This design comes from an exercise in tuning for small area on the open sky130 flow, not from production work.
Only simulation tests tie the RTL to the original design; equivalence was not proved.
Power is estimated from default activity; no workload was simulated.

== job 101 ==
==> flow/design.v (excerpt) <==
module top(
      clk,
      rst,
      srx_c,
      srx_d,
      pwm_a,
      pwm_b,
      led1,
      led2,
      led3,
      led4,
      led5,
      led6,
      output_switch0,
      output_switch1,
      output_switch2,
      output_switch3,
      output0_from_A,
      output1_from_A,
      output2_from_A,
      output3_from_A,
      output0_from_B,
      output1_from_B,
      output2_from_B,
      output3_from_B,
      sw0,
      sw1,
      sw2,
      reset_CPUA_pad,
      reset_CPUB_pad,
      power_on_A_pad,
      power_on_B_pad,
      GPIO_A,
      GPIO_B
    );
For scale: ~510 flip-flops, roughly 120 I/O pins, roughly 21,000 sq um of cells after synthesis.
==> module sc_pulse, before the edit <==
module sc_pulse(clk, rst, pwm, io_n);
input  clk;
input  rst;
input  pwm;
output io_n;      
reg        d1, d2, st, st1, st2;
reg [10:0] tc;           
reg        rok, fok;     
reg        bad;          
wire rise = d1 & ~d2;
wire fall = ~d1 & d2;
localparam [10:0] P_LO = 11'd950, P_HI = 11'd1050;    
localparam [10:0] D_LO = 11'd450, D_HI = 11'd550;     
wire rin  = (tc >= P_LO) & (tc <= P_HI);
wire fin  = (tc >= D_LO) & (tc <= D_HI);
assign io_n = bad;
always @(posedge clk)
  if (rst) begin
    d1 <= 1'b0; d2 <= 1'b0; st <= 1'b0; st1 <= 1'b0; st2 <= 1'b0;
    tc <= 11'd0; rok <= 1'b0; fok <= 1'b0; bad <= 1'b0;
  end else begin
    d1 <= pwm;
    d2 <= d1;
    st1 <= st;
    st2 <= st1;
    if (rise) st <= ~st;
    if (st & fall) fok <= fin;
    if (st & rise) rok <= rin;
    if (~st2) begin rok <= 1'b0; fok <= 1'b0; end
    if (~st1) tc <= 11'd0;
    else if (~(&tc)) tc <= tc + 1'b1;
    if (~st1) bad <= ~(rok & fok);
  end
endmodule
==> module sc_rx, before the edit <==
module sc_rx(clk, rst, en, srx, pop, rd, push, nz, head);
input        clk;
input        rst;
input        en;
input        srx;
input        pop;
output       push;
output       nz;
input        rd;      
output [7:0] head;
reg s1, s2;
always @(posedge clk)
  if (rst) begin s1 <= 1'b0; s2 <= 1'b0; end
  else begin s1 <= srx; s2 <= s1; end
localparam [2:0] IDLE = 3'd0, START = 3'd1, PREP = 3'd2, BIT = 3'd3,
                 ENDB = 3'd4, STOP = 3'd5, PUSH = 3'd6;
reg [2:0] st;
reg [3:0] rc;
reg [8:0] sh;       
reg       ferr;
reg       rpush;
wire      rc7 = (rc == 4'd7);
wire      rc0 = (rc == 4'd0);
wire [3:0] rcm = rc - 1'b1;
always @(posedge clk)
  if (rst) begin
    st <= IDLE; rpush <= 1'b0;
  end else if (en) begin
    case (st)
      IDLE:  begin rpush <= 1'b0; rc <= 4'd14; if (!s2) st <= START; end
      START: begin rpush <= 1'b0; if (rc7) st <= s2 ? IDLE : PREP; rc <= rcm; end
      PREP:  begin sh <= 9'h100; if (rc0) st <= BIT; rc <= rcm; end
      BIT:   begin if (rc0) st <= ENDB; if (rc7) sh <= {s2, sh[8:1]}; rc <= rcm; end
      ENDB:  begin st <= sh[0] ? STOP : BIT; rc <= 4'd14; end
      STOP:  begin if (rc7) begin ferr <= ~s2; st <= PUSH; end rc <= rcm; end
      PUSH:  if (s2) begin rpush <= 1'b1; st <= IDLE; end
             else if (~ferr) begin rpush <= 1'b1; rc <= 4'd14; st <= START; end
      default: st <= IDLE;
    endcase
  end
assign push = rpush & ~en;
reg [7:0] mem [0:15];
reg [3:0] top, bot;
reg       full;
assign nz   = full | (top != bot);
reg [7:0] grp [0:3];
reg [7:0] head_r;
integer   hi, hj;
always @* begin
  head_r = 8'h00;
  for (hj = 0; hj < 4; hj = hj + 1) begin
    grp[hj] = 8'h00;
    for (hi = 0; hi < 4; hi = hi + 1)
      grp[hj] = grp[hj] | (mem[{hj[1:0], hi[1:0]}] & {8{bot[1:0] == hi[1:0]}});
    head_r = head_r | (grp[hj] & {8{rd & (bot[3:2] == hj[1:0])}});
  end
end
assign head = head_r;
always @(posedge clk)
  if (push & ~full) mem[top] <= sh[8:1];
always @(posedge clk)
  if (rst) begin
    top <= 4'd0; bot <= 4'd0; full <= 1'b0;
  end else
    case ({push, pop})
      2'b10: if (~full) begin
               top <= top + 1'b1;
               if (top + 4'd1 == bot) full <= 1'b1;
             end
      2'b01: if (nz) begin bot <= bot + 1'b1; full <= 1'b0; end
      2'b11: begin top <= top + 1'b1; bot <= bot + 1'b1; end
      default: ;
    endcase
endmodule
==> flow/config.mk <==
export PLATFORM = sky130hd
export DESIGN_NAME = top
export DESIGN_NICKNAME = top
export VERILOG_FILES = /design/flow/design.v
export SDC_FILE = /design/flow/constraint.sdc
export NUM_CORES = 4
export LEC_CHECK = 0
export CAP_MARGIN = 20
export CORE_MARGIN = 2
export CORE_UTILIZATION = 65
export PLACE_DENSITY = 0.75
export SLEW_MARGIN = 20
==> flow/constraint.sdc <==
create_clock -name core_clock -period 8.0 [get_ports {clk}]
set_input_delay 1.6000 -clock core_clock [delete_from_list [all_inputs] [get_ports {clk}]]
set_output_delay 1.6000 -clock core_clock [all_outputs]
set_load 0.01 [all_outputs]
standard.sh (not shown) runs the stock make flow with config.mk's settings and CLKGATE_MAP_FILE= SYNTH_SCRIPT=/design/flow/synth_recipe.tcl, a recipe that flattens the netlist after the stock synthesis.
==> flow/flow/run.sh <==
#!/bin/bash
# Own layout flow: the standard flow (standard.sh) with two ORFS
# variables changed:
#   - port buffers use the smallest buffer cell (buf_1);
#   - clock tree: clkbuf_4 leaf clusters of at most 10 sinks, no dummy loads.
# Everything else (synthesis, floorplan, power grid, taps, routing) is the
# standard flow's. The full make output goes to flow_make.log here.
set -uo pipefail
bash standard.sh \
  "BUFFER_PORTS_ARGS=-buffer_cell sky130_fd_sc_hd__buf_1" \
  "CTS_ARGS=-sink_clustering_enable -repair_clock_nets -dont_use_dummy_load -buf_list sky130_fd_sc_hd__clkbuf_4 -sink_clustering_size 10 -sink_clustering_max_diameter 50" \
  finish > flow_make.log 2>&1
status=$?
tail -n 30 flow_make.log
exit $status
Here is what was changed in the inputs of job 102 compared with job 101.
diff --git a/flow/design.v b/flow/design.v
--- a/flow/design.v
+++ b/flow/design.v
@@ -314,37 +314,37 @@
 input  clk;
 input  rst;
 input  pwm;
 output io_n;      
 reg        d1, d2, st, st1, st2;
 reg [10:0] tc;           
-reg        rok, fok;     
+reg        ok;
 reg        bad;          
 wire rise = d1 & ~d2;
 wire fall = ~d1 & d2;
 localparam [10:0] P_LO = 11'd950, P_HI = 11'd1050;    
 localparam [10:0] D_LO = 11'd450, D_HI = 11'd550;     
 wire rin  = (tc >= P_LO) & (tc <= P_HI);
 wire fin  = (tc >= D_LO) & (tc <= D_HI);
 assign io_n = bad;
 always @(posedge clk)
   if (rst) begin
     d1 <= 1'b0; d2 <= 1'b0; st <= 1'b0; st1 <= 1'b0; st2 <= 1'b0;
-    tc <= 11'd0; rok <= 1'b0; fok <= 1'b0; bad <= 1'b0;
+    tc <= 11'd0; ok <= 1'b0; bad <= 1'b0;
   end else begin
     d1 <= pwm;
     d2 <= d1;
     st1 <= st;
     st2 <= st1;
     if (rise) st <= ~st;
-    if (st & fall) fok <= fin;
-    if (st & rise) rok <= rin;
-    if (~st2) begin rok <= 1'b0; fok <= 1'b0; end
+    if (st & fall) ok <= fin;
+    if (st & rise) ok <= ok & rin;
+    if (~st2) ok <= 1'b0;
     if (~st1) tc <= 11'd0;
     else if (~(&tc)) tc <= tc + 1'b1;
-    if (~st1) bad <= ~(rok & fok);
+    if (~st1) bad <= ~ok;
   end
 endmodule
 module sc_rx(clk, rst, en, srx, pop, rd, push, nz, head);
 input        clk;
 input        rst;
 input        en;
@@ -356,17 +356,16 @@
 output [7:0] head;
 reg s1, s2;
 always @(posedge clk)
   if (rst) begin s1 <= 1'b0; s2 <= 1'b0; end
   else begin s1 <= srx; s2 <= s1; end
 localparam [2:0] IDLE = 3'd0, START = 3'd1, PREP = 3'd2, BIT = 3'd3,
-                 ENDB = 3'd4, STOP = 3'd5, PUSH = 3'd6;
+                 ENDB = 3'd4, STOP = 3'd5, PUSH = 3'd6, PUSHF = 3'd7;
 reg [2:0] st;
 reg [3:0] rc;
 reg [8:0] sh;       
-reg       ferr;
 reg       rpush;
 wire      rc7 = (rc == 4'd7);
 wire      rc0 = (rc == 4'd0);
 wire [3:0] rcm = rc - 1'b1;
 always @(posedge clk)
   if (rst) begin
@@ -375,16 +374,19 @@
     case (st)
       IDLE:  begin rpush <= 1'b0; rc <= 4'd14; if (!s2) st <= START; end
       START: begin rpush <= 1'b0; if (rc7) st <= s2 ? IDLE : PREP; rc <= rcm; end
       PREP:  begin sh <= 9'h100; if (rc0) st <= BIT; rc <= rcm; end
       BIT:   begin if (rc0) st <= ENDB; if (rc7) sh <= {s2, sh[8:1]}; rc <= rcm; end
       ENDB:  begin st <= sh[0] ? STOP : BIT; rc <= 4'd14; end
-      STOP:  begin if (rc7) begin ferr <= ~s2; st <= PUSH; end rc <= rcm; end
-      PUSH:  if (s2) begin rpush <= 1'b1; st <= IDLE; end
-             else if (~ferr) begin rpush <= 1'b1; rc <= 4'd14; st <= START; end
-      default: st <= IDLE;
+      STOP:  begin if (rc7) st <= s2 ? PUSH : PUSHF; rc <= rcm; end
+      PUSH:  begin
+               rpush <= 1'b1;
+               if (s2) st <= IDLE;
+               else begin rc <= 4'd14; st <= START; end
+             end
+      PUSHF: if (s2) begin rpush <= 1'b1; st <= IDLE; end
     endcase
   end
 assign push = rpush & ~en;
 reg [7:0] mem [0:15];
 reg [3:0] top, bot;
 reg       full;
## What came out
Run comparison: job 101 worst setup path startpoint rx_b.bot[0]; job 102 worst setup path startpoint rx_b.bot[1]
Comparing job 101 and job 102, the higher multi-input combinational cell count was measured on job 101.
Job 101 and job 102 ended up with nearly the same total power after layout.
Relative to job 101, combinational group share of total power has increased by 0.2 points in job 102.
| global-route usage | job 102 vs job 101 | 0.27 points lower |
On total length of routed wires, job 102 tracks job 101 almost exactly.
Final instance area: job 102 vs job 101 — no meaningful difference
Setup WNS job 101 -> job 102: better
Time the worst path needs with I/O delays and setup on job 102 is ahead of job 101.
Lower count of plain and timing-repair buffers among job 101 and job 102: job 101
Diff job 101 and job 102: top achievable clock speed lower in job 101
The higher number of clock buffer instances in the layout of job 101 and job 102 is in job 101.
Status: relative contribution of sequential cells to total power parity (job 101, job 102)
Share of layout cells above drive strength 1 in job 102 vs job 101: up 0.63 points
Job 102 vs job 101 on met1 routing resource usage after global routing: job 102 is the lower one.

port drivers added, routing unchanged:
In the flow no input, the clock included, has a driving cell. The finished layouts below were timed again as built, in two steps.
Step 1 assumes that a clkbuf_16 drives the clock port and a buf_2 every other input.
Step 2 adds t to the input delays and takes it off the output delays; t is the mean of the earliest and latest rising clock arrival at the registers after step 1. Input paths then give back, and output paths get back, about the clock's delay inside the block.
Slacks: no drivers / after step 1 / after step 2; pairs: no drivers / after step 1.
| run | t (ns) | slack for setup (ns) | slew at the worst register clock pin (ns) | cell pins on the clock port's net |
|---|---|---|---|---|
| job 101 | 0.754 | 3.495 / 3.495 / 3.495 | 0.11 / 0.11 | 1 |
| job 102 | 0.776 | 3.818 / 3.818 / 3.818 | 0.12 / 0.12 | 1 |
After both steps every run listed still meets setup and hold.
